Context: an optimization exercise on an open-source flow, tuned for small area and a short achievable clock period. The choices shown serve that exercise and are no tape-out recipe. Only simulation tests tie the RTL to the original design; equivalence was not proved. Power and IR drop assume default switching activity.

==> build 70: inputs <==
Design ALU, start of the top module:
module ALU (
    input             clk,
    input             rst,
    input             i_vld,
    input      [31:0] i_a,
    input      [31:0] i_b,
    input             opcode,
    output reg [31:0] o_res,
    output reg        o_res_vld,
    output reg        overflow
);
reg        vld1, vld2, vld3, vld4;
reg [31:0] a1, b1;
reg        op1;
always @(posedge clk or posedge rst)
    if (rst) begin
        vld1 <= 1'b0; vld2 <= 1'b0; vld3 <= 1'b0; vld4 <= 1'b0; o_res_vld <= 1'b0;
    end else begin
        vld1 <= i_vld; vld2 <= vld1; vld3 <= vld2; vld4 <= vld3; o_res_vld <= vld4;
    end
always @(posedge clk) begin
    a1 <= i_a; b1 <= i_b; op1 <= opcode;
end
wire [25:0] bx = {1'b0, |i_b[30:23], i_b[22:0], 1'b0};    
reg  [35:0] benc1;
integer k;
always @(posedge clk)
    for (k = 0; k < 12; k = k + 1) begin
        benc1[3*k]   <= bx[2*k+2];                                   
        benc1[3*k+1] <= bx[2*k+1] ^ bx[2*k];                         
        benc1[3*k+2] <= (bx[2*k+2] & ~bx[2*k+1] & ~bx[2*k]) |
                        (~bx[2*k+2] & bx[2*k+1] & bx[2*k]);          
    end
reg  [8:0]  dab1;        
reg  [7:0]  dba1;        
reg         fge1;        
always @(posedge clk) begin
    dab1 <= {1'b0, i_a[30:23]} - {1'b0, i_b[30:23]};
    dba1 <= i_b[30:23] - i_a[30:23];
    fge1 <= (i_a[22:0] >= i_b[22:0]);
end
  ...
Settings: LEC_CHECK=0, ABC_AREA=1, CAP_MARGIN=20, CORE_MARGIN=2, CORE_UTILIZATION=40, CTS_CLUSTER_DIAMETER=60, CTS_CLUSTER_SIZE=20, PLACE_DENSITY=0.6, SLEW_MARGIN=20; clock period 9.0 ns.
standard.sh (not shown) runs the stock make flow with config.mk's settings and CLKGATE_MAP_FILE= SYNTH_SCRIPT=/design/flow/synth_recipe.tcl, a recipe that flattens the netlist after the stock synthesis.
==> flow/flow/run.sh <==
#!/bin/bash
# Standard ORFS layout, with timing repair aiming for a shorter period than
# the clock constraint: repair_timing's setup margin is raised so that the
# resizer keeps working on paths that already meet the 9 ns clock.
set -euo pipefail
MARGIN=$(cat flow/margin.txt)
bash standard.sh synth > synth.log 2>&1
bash standard.sh SETUP_SLACK_MARGIN=$MARGIN finish > layout.log 2>&1
==> flow/flow/margin.txt <==
6.1
==> inputs of build 29, as changes to build 70 <==
--- a/flow/design.v
+++ b/flow/design.v
@@ -2206,18 +2206,20 @@
     else if (sum[18]) lz = 3'd5;
     else if (sum[17]) lz = 3'd6;
     else              lz = 3'd7;
 end
 reg        op3, sign3, nan3, inf3, zero3;
 reg [7:0]  exp3;
-wire [28:0] addv = {sz, lz, sum};
+reg [24:0] sum3;
+reg        sz3;
+reg [2:0]  lz3;
 reg [92:0] t3;
 always @(posedge clk) begin
     op3 <= op2; sign3 <= sign2; nan3 <= nan2; inf3 <= inf2; zero3 <= zero2;
-    exp3 <= exp2;
-    t3 <= {t2_47_0, c622, s621, c620, s619, c618, s617, c616, s615, c614, s613, c612, s611, c610, s609, c608, s607, c606, s605, c604, s603, c602, s601, c600, s599, c598, s597, c596, s595, c594, s593, c592, s591, c590, s589, c588, s587, c586, s585, c584, s583, c582, s581, c580, s579, c578, s577, c576, s575, c574, s573, c572, s571, c570, s569, c568, s567, c566, s565, c564, s563, c562, s561, c560, (op2 ? s559 : addv[28]), (op2 ? c558 : addv[27]), (op2 ? s557 : addv[26]), (op2 ? c556 : addv[25]), (op2 ? s555 : addv[24]), (op2 ? c554 : addv[23]), (op2 ? s553 : addv[22]), (op2 ? c552 : addv[21]), (op2 ? s551 : addv[20]), (op2 ? c550 : addv[19]), (op2 ? s549 : addv[18]), (op2 ? c548 : addv[17]), (op2 ? s547 : addv[16]), (op2 ? c546 : addv[15]), (op2 ? s545 : addv[14]), (op2 ? c544 : addv[13]), (op2 ? s543 : addv[12]), (op2 ? c542 : addv[11]), (op2 ? s541 : addv[10]), (op2 ? c540 : addv[9]), (op2 ? s539 : addv[8]), (op2 ? c538 : addv[7]), (op2 ? t2_4_2 : addv[6]), (op2 ? s537 : addv[5]), (op2 ? t2_3_0 : addv[4]), (op2 ? t2_2_0 : addv[3]), (op2 ? t2_1_0 : addv[2]), (op2 ? t2_0_1 : addv[1]), (op2 ? t2_0_0 : addv[0])};
+    exp3 <= exp2; sum3 <= sum; sz3 <= sz; lz3 <= lz;
+    t3 <= {t2_47_0, c622, s621, c620, s619, c618, s617, c616, s615, c614, s613, c612, s611, c610, s609, c608, s607, c606, s605, c604, s603, c602, s601, c600, s599, c598, s597, c596, s595, c594, s593, c592, s591, c590, s589, c588, s587, c586, s585, c584, s583, c582, s581, c580, s579, c578, s577, c576, s575, c574, s573, c572, s571, c570, s569, c568, s567, c566, s565, c564, s563, c562, s561, c560, s559, c558, s557, c556, s555, c554, s553, c552, s551, c550, s549, c548, s547, c546, s545, c544, s543, c542, s541, c540, s539, c538, t2_4_2, s537, t2_3_0, t2_2_0, t2_1_0, t2_0_1, t2_0_0};
 end
 wire x3_0 = t3[0];
 wire y3_0 = t3[1];
 wire x3_1 = t3[2];
 wire x3_2 = t3[3];
 wire x3_3 = t3[4];
@@ -2306,15 +2308,12 @@
 wire x3_45 = t3[87];
 wire y3_45 = t3[88];
 wire x3_46 = t3[89];
 wire y3_46 = t3[90];
 wire x3_47 = t3[91];
 wire y3_47 = t3[92];
-wire [24:0] sum3 = t3[24:0];
-wire [2:0]  lz3 = t3[27:25];
-wire        sz3 = t3[28];
 wire [47:0] X = {x3_47, x3_46, x3_45, x3_44, x3_43, x3_42, x3_41, x3_40, x3_39, x3_38, x3_37, x3_36, x3_35, x3_34, x3_33, x3_32, x3_31, x3_30, x3_29, x3_28, x3_27, x3_26, x3_25, x3_24, x3_23, x3_22, x3_21, x3_20, x3_19, x3_18, x3_17, x3_16, x3_15, x3_14, x3_13, x3_12, x3_11, x3_10, x3_9, x3_8, x3_7, x3_6, x3_5, x3_4, x3_3, x3_2, x3_1, x3_0};
 wire [47:0] Y = {y3_47, y3_46, y3_45, y3_44, y3_43, y3_42, y3_41, y3_40, y3_39, y3_38, y3_37, y3_36, y3_35, y3_34, y3_33, y3_32, y3_31, y3_30, y3_29, y3_28, y3_27, y3_26, y3_25, y3_24, y3_23, y3_22, y3_21, y3_20, y3_19, y3_18, y3_17, y3_16, y3_15, y3_14, y3_13, y3_12, y3_11, y3_10, y3_9, y3_8, y3_7, y3_6, y3_5, y3_4, 1'b0, 1'b0, 1'b0, y3_0};
 wire [47:0] prod = X + Y;
 wire [47:0] zc = {X[46:1] | Y[46:1], X[0] & Y[0], 1'b0};
 wire [47:0] zt = X ^ Y ^ zc;
 wire        st0 = |zt[22:0];    
@@ -2333,17 +2332,18 @@
     end
 end
 reg        op4, sign4, nan4, inf4, zero4;
 reg [24:0] p4;           
 reg        st0_4, st1_4;
 reg [7:0]  exp4;         
+reg [22:0] aman4;
 always @(posedge clk) begin
     op4 <= op3; sign4 <= sign3; nan4 <= nan3; inf4 <= inf3; zero4 <= zero3;
-    p4 <= op3 ? prod[47:23] : {2'b00, aman};    
-    st0_4 <= st0; st1_4 <= st1;
+    p4 <= prod[47:23]; st0_4 <= st0; st1_4 <= st1;
     exp4 <= op3 ? exp3 : aexp;
+    aman4 <= aman;
 end
 wire        msb = p4[24];
 wire [22:0] T0 = p4[23:1], T1 = p4[24:2];
 wire        ru0 = p4[0] & (st0_4 | p4[1]);
 wire        ru1 = p4[1] & (st1_4 | p4[2]);
 wire [22:0] A0, A1;
@@ -2363,13 +2363,13 @@
 wire [22:0] M1 = ru1 ? (c1 ? 23'h400000 : I1) : T1;
 wire [22:0] mman = msb ? M1 : M0;
 wire        crnd = msb ? c1 : c0;
 wire [7:0]  e1 = exp4 + 8'd1, e2 = exp4 + 8'd2;
 wire [7:0]  mexp = (msb & crnd) ? e2 : (msb | crnd) ? e1 : exp4;
 wire        movf = (&mexp) | (&exp4);
-wire [22:0] rman = op4 ? mman : p4[22:0];
+wire [22:0] rman = op4 ? mman : aman4;
 wire [7:0]  rexp = op4 ? mexp : exp4;
 wire        rovf = op4 ? movf : (&exp4);
 always @(posedge clk) begin
     if (nan4) begin
         o_res <= 32'h7FC0_0000; overflow <= 1'b1;
     end else if (inf4) begin
==> flow/run.sh (new file) <==
#!/bin/bash
# synth_recipe.tcl (not shown) runs the flow's synth.tcl, then flattens the netlist and writes it again
# the make line also repeats each setting of config.mk as NAME=value (left out here)
make -C /OpenROAD-flow-scripts/flow DESIGN_CONFIG=/design/flow/config.mk WORK_HOME=/design/flow/orfs CLKGATE_MAP_FILE= SYNTH_SCRIPT=/design/flow/synth_recipe.tcl finish
CTS_CLUSTER_DIAMETER = 100   (was 60)
CTS_CLUSTER_SIZE = 30   (was 20)
SETUP_SLACK_MARGIN = 5   (was unset)
removed: flow/flow/run.sh
removed: flow/flow/margin.txt
removed: flow/standard.sh
==> inputs of trial 69, as changes to build 70 <==
--- a/flow/design.v
+++ b/flow/design.v
@@ -2206,18 +2206,20 @@
     else if (sum[18]) lz = 3'd5;
     else if (sum[17]) lz = 3'd6;
     else              lz = 3'd7;
 end
 reg        op3, sign3, nan3, inf3, zero3;
 reg [7:0]  exp3;
-wire [28:0] addv = {sz, lz, sum};
+reg [24:0] sum3;
+reg        sz3;
+reg [2:0]  lz3;
 reg [92:0] t3;
 always @(posedge clk) begin
     op3 <= op2; sign3 <= sign2; nan3 <= nan2; inf3 <= inf2; zero3 <= zero2;
-    exp3 <= exp2;
-    t3 <= {t2_47_0, c622, s621, c620, s619, c618, s617, c616, s615, c614, s613, c612, s611, c610, s609, c608, s607, c606, s605, c604, s603, c602, s601, c600, s599, c598, s597, c596, s595, c594, s593, c592, s591, c590, s589, c588, s587, c586, s585, c584, s583, c582, s581, c580, s579, c578, s577, c576, s575, c574, s573, c572, s571, c570, s569, c568, s567, c566, s565, c564, s563, c562, s561, c560, (op2 ? s559 : addv[28]), (op2 ? c558 : addv[27]), (op2 ? s557 : addv[26]), (op2 ? c556 : addv[25]), (op2 ? s555 : addv[24]), (op2 ? c554 : addv[23]), (op2 ? s553 : addv[22]), (op2 ? c552 : addv[21]), (op2 ? s551 : addv[20]), (op2 ? c550 : addv[19]), (op2 ? s549 : addv[18]), (op2 ? c548 : addv[17]), (op2 ? s547 : addv[16]), (op2 ? c546 : addv[15]), (op2 ? s545 : addv[14]), (op2 ? c544 : addv[13]), (op2 ? s543 : addv[12]), (op2 ? c542 : addv[11]), (op2 ? s541 : addv[10]), (op2 ? c540 : addv[9]), (op2 ? s539 : addv[8]), (op2 ? c538 : addv[7]), (op2 ? t2_4_2 : addv[6]), (op2 ? s537 : addv[5]), (op2 ? t2_3_0 : addv[4]), (op2 ? t2_2_0 : addv[3]), (op2 ? t2_1_0 : addv[2]), (op2 ? t2_0_1 : addv[1]), (op2 ? t2_0_0 : addv[0])};
+    exp3 <= exp2; sum3 <= sum; sz3 <= sz; lz3 <= lz;
+    t3 <= {t2_47_0, c622, s621, c620, s619, c618, s617, c616, s615, c614, s613, c612, s611, c610, s609, c608, s607, c606, s605, c604, s603, c602, s601, c600, s599, c598, s597, c596, s595, c594, s593, c592, s591, c590, s589, c588, s587, c586, s585, c584, s583, c582, s581, c580, s579, c578, s577, c576, s575, c574, s573, c572, s571, c570, s569, c568, s567, c566, s565, c564, s563, c562, s561, c560, s559, c558, s557, c556, s555, c554, s553, c552, s551, c550, s549, c548, s547, c546, s545, c544, s543, c542, s541, c540, s539, c538, t2_4_2, s537, t2_3_0, t2_2_0, t2_1_0, t2_0_1, t2_0_0};
 end
 wire x3_0 = t3[0];
 wire y3_0 = t3[1];
 wire x3_1 = t3[2];
 wire x3_2 = t3[3];
 wire x3_3 = t3[4];
@@ -2306,15 +2308,12 @@
 wire x3_45 = t3[87];
 wire y3_45 = t3[88];
 wire x3_46 = t3[89];
 wire y3_46 = t3[90];
 wire x3_47 = t3[91];
 wire y3_47 = t3[92];
-wire [24:0] sum3 = t3[24:0];
-wire [2:0]  lz3 = t3[27:25];
-wire        sz3 = t3[28];
 wire [47:0] X = {x3_47, x3_46, x3_45, x3_44, x3_43, x3_42, x3_41, x3_40, x3_39, x3_38, x3_37, x3_36, x3_35, x3_34, x3_33, x3_32, x3_31, x3_30, x3_29, x3_28, x3_27, x3_26, x3_25, x3_24, x3_23, x3_22, x3_21, x3_20, x3_19, x3_18, x3_17, x3_16, x3_15, x3_14, x3_13, x3_12, x3_11, x3_10, x3_9, x3_8, x3_7, x3_6, x3_5, x3_4, x3_3, x3_2, x3_1, x3_0};
 wire [47:0] Y = {y3_47, y3_46, y3_45, y3_44, y3_43, y3_42, y3_41, y3_40, y3_39, y3_38, y3_37, y3_36, y3_35, y3_34, y3_33, y3_32, y3_31, y3_30, y3_29, y3_28, y3_27, y3_26, y3_25, y3_24, y3_23, y3_22, y3_21, y3_20, y3_19, y3_18, y3_17, y3_16, y3_15, y3_14, y3_13, y3_12, y3_11, y3_10, y3_9, y3_8, y3_7, y3_6, y3_5, y3_4, 1'b0, 1'b0, 1'b0, y3_0};
 wire [47:0] prod = X + Y;
 wire [47:0] zc = {X[46:1] | Y[46:1], X[0] & Y[0], 1'b0};
 wire [47:0] zt = X ^ Y ^ zc;
 wire        st0 = |zt[22:0];    
@@ -2333,17 +2332,18 @@
     end
 end
 reg        op4, sign4, nan4, inf4, zero4;
 reg [24:0] p4;           
 reg        st0_4, st1_4;
 reg [7:0]  exp4;         
+reg [22:0] aman4;
 always @(posedge clk) begin
     op4 <= op3; sign4 <= sign3; nan4 <= nan3; inf4 <= inf3; zero4 <= zero3;
-    p4 <= op3 ? prod[47:23] : {2'b00, aman};    
-    st0_4 <= st0; st1_4 <= st1;
+    p4 <= prod[47:23]; st0_4 <= st0; st1_4 <= st1;
     exp4 <= op3 ? exp3 : aexp;
+    aman4 <= aman;
 end
 wire        msb = p4[24];
 wire [22:0] T0 = p4[23:1], T1 = p4[24:2];
 wire        ru0 = p4[0] & (st0_4 | p4[1]);
 wire        ru1 = p4[1] & (st1_4 | p4[2]);
 wire [22:0] A0, A1;
@@ -2363,13 +2363,13 @@
 wire [22:0] M1 = ru1 ? (c1 ? 23'h400000 : I1) : T1;
 wire [22:0] mman = msb ? M1 : M0;
 wire        crnd = msb ? c1 : c0;
 wire [7:0]  e1 = exp4 + 8'd1, e2 = exp4 + 8'd2;
 wire [7:0]  mexp = (msb & crnd) ? e2 : (msb | crnd) ? e1 : exp4;
 wire        movf = (&mexp) | (&exp4);
-wire [22:0] rman = op4 ? mman : p4[22:0];
+wire [22:0] rman = op4 ? mman : aman4;
 wire [7:0]  rexp = op4 ? mexp : exp4;
 wire        rovf = op4 ? movf : (&exp4);
 always @(posedge clk) begin
     if (nan4) begin
         o_res <= 32'h7FC0_0000; overflow <= 1'b1;
     end else if (inf4) begin
==> flow/flow/margin.txt (replaced) <==
5.8
CTS_CLUSTER_DIAMETER = 100   (was 60)
CTS_CLUSTER_SIZE = 30   (was 20)
==> comparison table <==
|  | build 70 | trial 69 | build 29 |
|---|---|---|---|
| Run status | timing/DRC/antenna clean | timing/DRC/antenna clean | timing/DRC/antenna clean |
| Clk. pwr | 2640 uW | 1640 uW | 1640 uW |
| Headroom to the max-slew limit | 0.1865 | 0.1937 | 0.1988 |
| Die area | 93460 sq um | 94850 sq um | 94850 sq um |
| Tightest Pin Transition | 1.219 ns | 1.208 ns | 1.202 ns |
| Total power of the final layout | 14180 uW | 13190 uW | 13190 uW |
| Drt wl/cell | 20.71 um | 20.77 um | 20.51 um |
| 1st-pass router iterations | 6 | 7 | 7 |
| Portion of synthesized cell area occupied by the leading cell type | 0.2985 | 0.3223 | 0.3223 |
| Fraction of area in multi-input gates | 0.5455 | 0.5431 | 0.5418 |
| Core region area | 90150 sq um | 91660 sq um | 91660 sq um |
| Met2 layer usage reported by global route | 0.3957 | 0.3676 | 0.3688 |
| Bufs w/o clock | 167 | 144 | 147 |
| Skew-Pair Late Insertion Delay | 0.65 ns | 0.65 ns | 0.64 ns |
| Mux contribution to synthesized area | 0.001409 | 0.001388 | 0.001388 |
| Fillers | 8802 | 9152 | 9160 |
| Pint | 7552 uW | 7071 uW | 7100 uW |
| Sequential power | 3820 uW | 4320 uW | 4310 uW |
| Slack of the worst reg-to-reg path | 6.15 ns | 5.85 ns | 5.79 ns |
| First-pass GRT wire length | 179700 um | 177600 um | 176900 um |
| Leakage | 0.01876 uW | 0.01840 uW | 0.01838 uW |
| Final-layout clock buffer total | 61 | 30 | 31 |

==> port drivers added, routing unchanged <==
Ports are ideal in the flow. The routed layouts listed here were re-timed in OpenROAD. Step 1 (the two cells are an assumption about what drives the block):
set clk [get_ports {clk}]
set_driving_cell -lib_cell sky130_fd_sc_hd__clkbuf_16 $clk
set_driving_cell -lib_cell sky130_fd_sc_hd__buf_2 [delete_from_list [all_inputs] $clk]
Step 2 also shifts input and output timing later by t, the mid clock arrival at the registers, as if the neighbouring blocks saw the same clock. Three values: no drivers, after step 1, after step 2; two values: the first two.
run	t, ns	slack for setup (ns)	worst hold slack (ns)	slew at the worst register clock pin (ns)	worst data-port slew with drivers (ns)
build 70	0.704	6.091 / 6.026 / 5.481	0.329 / 0.329 / 0.329	0.08 / 0.08	0.05
build 29	0.702	5.641 / 5.567 / 5.068	0.329 / 0.329 / 0.329	0.12 / 0.12	0.10
trial 69	0.705	5.846 / 5.846 / 5.212	0.329 / 0.329 / 0.329	0.12 / 0.12	0.09
After both steps every run listed still meets setup and hold. The setup slack of trial 69, which loses most, moves by 0.000 ns with the drivers and by -0.634 ns with both steps.
